From an optimization exercise on the open Yosys and OpenROAD flow, aimed at small area; shortcuts taken in it are not production practice. The RTL was checked by simulation tests, not by an equivalence proof against the original design. The flow treats the clock pin as an ideal source, which a real chip does not have.

==> job 8123: inputs <==
// TOP_image_and_mouse
module TOP_image_and_mouse(
    input clk, reset_p,
    input data,
    input data_clk,
    input RsRx,
    input [0:0] sw,
    output Hsync, Vsync,
    output [3:0] V2M_Red, V2M_Green, V2M_Blue,
    output fb_we,
    output [16:0] fb_waddr,
    output [11:0] fb_wdata,
    output [16:0] fb_raddr,
    input  [11:0] fb_rdata);
Settings: LEC_CHECK=0, CAP_MARGIN=0, CORE_MARGIN=2, CORE_UTILIZATION=40, SLEW_MARGIN=0; clock period 10.0 ns.
standard.sh (not shown) runs the stock make flow with config.mk's settings and CLKGATE_MAP_FILE= SYNTH_SCRIPT=/design/flow/synth_recipe.tcl, a recipe that flattens the netlist after the stock synthesis.
==> flow/flow/run.sh <==
#!/bin/bash
# Own layout flow: the standard flow (the standard synthesis unchanged),
# with minimum-size port buffers, logic cells downsized before the placement
# repair, and a clock tree of clkbuf_4 (no dummy loads) in which only the
# buffers whose loads would see too slow a clock edge are made larger.
set -euo pipefail
here=$(pwd)
export BUFFER_PORTS_ARGS="-buffer_cell sky130_fd_sc_hd__buf_1"
export CTS_ARGS="-sink_clustering_enable -repair_clock_nets -buf_list sky130_fd_sc_hd__clkbuf_4 -dont_use_dummy_load"
export PRE_RESIZE_TCL="$here/flow/downsize.tcl"
export POST_CTS_TCL="$here/flow/clkfix.tcl"
bash standard.sh synth > "$here/synth.log" 2>&1
bash standard.sh > "$here/layout.log" 2>&1
==> flow/flow/clkfix.tcl <==
# After clock tree synthesis with clkbuf_4: give each clock buffer whose
# loads see a slew above the target the next larger clkbuf, until none does,
# then legalize the placement again.
set target 0.118
set block [ord::get_db_block]
for {set iter 0} {$iter < 6} {incr iter} {
  estimate_parasitics -placement
  set changed 0
  foreach inst [$block getInsts] {
    set m [[$inst getMaster] getName]
    if { ![string match "sky130_fd_sc_hd__clkbuf_*" $m] } { continue }
    set onet [[$inst findITerm X] getNet]
    if { $onet eq "NULL" } { continue }
    set worst 0
    foreach it [$onet getITerms] {
      if { [$it getInst] eq $inst } { continue }
      set p [get_pins -quiet "[[$it getInst] getName]/[[$it getMTerm] getName]"]
      if { $p eq "" } { continue }
      set s [get_property $p slew_max]
      if { $s > $worst } { set worst $s }
    }
    if { $worst > $target } {
      set next ""
      switch -- $m {
        sky130_fd_sc_hd__clkbuf_1 { set next sky130_fd_sc_hd__clkbuf_2 }
        sky130_fd_sc_hd__clkbuf_2 { set next sky130_fd_sc_hd__clkbuf_4 }
        sky130_fd_sc_hd__clkbuf_4 { set next sky130_fd_sc_hd__clkbuf_8 }
        sky130_fd_sc_hd__clkbuf_8 { set next sky130_fd_sc_hd__clkbuf_16 }
      }
      if { $next ne "" } { replace_cell [$inst getName] $next; incr changed }
    }
  }
  puts "clkfix: pass $iter, $changed clock buffers upsized"
  if { $changed == 0 } { break }
}
detailed_placement
check_placement -verbose
estimate_parasitics -placement
Other scripts of this flow, unchanged in this note and not shown: flow/flow/downsize.tcl
==> inputs of job 195, as changes to job 8123 <==
--- a/flow/flow/run.sh
+++ b/flow/flow/run.sh
@@ -10,4 +10,5 @@
 export PRE_RESIZE_TCL="$here/flow/downsize.tcl"
 export POST_CTS_TCL="$here/flow/clkfix.tcl"
+export POST_FLOORPLAN_TCL="$here/flow/restructure.tcl"
 bash standard.sh synth > "$here/synth.log" 2>&1
 bash standard.sh > "$here/layout.log" 2>&1
--- a/flow/flow/clkfix.tcl
+++ b/flow/flow/clkfix.tcl
@@ -1,6 +1,6 @@
-# After clock tree synthesis with clkbuf_4: give each clock buffer whose
-# loads see a slew above the target the next larger clkbuf, until none does,
-# then legalize the placement again.
-set target 0.118
+# After clock tree synthesis with clkbuf_4: give each clock buffer that
+# drives a flip-flop clock pin with a slew above the target the next larger
+# clkbuf, until none does, then legalize the placement again.
+set target 0.110
 set block [ord::get_db_block]
 for {set iter 0} {$iter < 6} {incr iter} {
@@ -14,5 +14,5 @@
     set worst 0
     foreach it [$onet getITerms] {
-      if { [$it getInst] eq $inst } { continue }
+      if { [$it getInst] eq $inst || [[$it getMTerm] getName] ne "CLK" } { continue }
       set p [get_pins -quiet "[[$it getInst] getName]/[[$it getMTerm] getName]"]
       if { $p eq "" } { continue }
==> flow/flow/restructure.tcl (new file) <==
# After the floorplan: resynthesize the combinational logic between the
# registers for area with ABC (the registers themselves are not touched).
set lib [lindex $::env(LIB_FILES) 0]
set wd [file join $::env(OBJECTS_DIR) restructure]
file mkdir $wd
proc core_area {} {
  set a 0
  foreach inst [[ord::get_db_block] getInsts] {
    set m [$inst getMaster]
    if { [$m getType] eq "CORE" } { set a [expr { $a + [$m getWidth] * [$m getHeight] / 1e6 }] }
  }
  return $a
}
puts "restructure: cell area before [core_area]"
restructure -liberty_file $lib -target area \
  -tiehi_port {sky130_fd_sc_hd__conb_1 HI} -tielo_port {sky130_fd_sc_hd__conb_1 LO} \
  -work_dir $wd -abc_logfile [file join $wd abc.log]
puts "restructure: cell area after [core_area]"
==> flow_summary.json <==
{
  "grt_pass1_wl_um": 25100,
  "viasPerCell": 4.84,
  "antenna_cells": 0,
  "skew_ns": 0.0364,
  "period_needed_ns": 6.43,
  "nFillCells": 1921,
  "p_total_w": 0.00121,
  "combPwrFrac_pct": 10.9,
  "status": "no timing/DRC/antenna violations",
  "path_cells": "nor2b_1, ha_1, inv_1, fa_1, inv_1, fa_1, inv_1, fa_1, fa_1, fa_1, fa_1, fa_1, fa_1, fa_1, fa_1, inv_1, fa_1, inv_1, fa_1, xnor2_1, nand3b_1"
}
[end of results for job 8123]
==> flow_summary.json <==
{
  "viasPerCell": 5.07,
  "p_total_w": 0.00127,
  "multi_input_area_um2": 2780,
  "status": "no timing/DRC/antenna violations",
  "grt_pass1_wl_um": 26700,
  "dpl.hpwl_um": 11500
}
[end of results for job 195]

[static timing again, ports no longer ideal]
The flow's constraints put no driver on any port. The routed layouts listed below were extracted and timed again, unchanged, in two steps. Step 1 (the two cells are an assumption about what drives the block):
set clk [get_ports {clk}]
set_driving_cell -lib_cell sky130_fd_sc_hd__clkbuf_16 $clk
set_driving_cell -lib_cell sky130_fd_sc_hd__buf_2 [delete_from_list [all_inputs] $clk]
Step 2 also shifts input and output timing later by t, the mid clock arrival at the registers, as if the neighbouring blocks saw the same clock. a / b / c = no drivers / after step 1 / after step 2; a / b = the first two.
| run | shift t [ns] | slack for setup (ns) | worst setup path at the end | worst data-port slew with drivers (ns) |
|---|---|---|---|---|
| job 8123 | 0.394 | 3.573 / 3.573 / 3.573 | register to register | 0.05 |
| job 195 | 0.575 | 4.253 / 4.253 / 4.253 | register to register | 0.04 |
After both steps setup and hold are still met in every run listed.
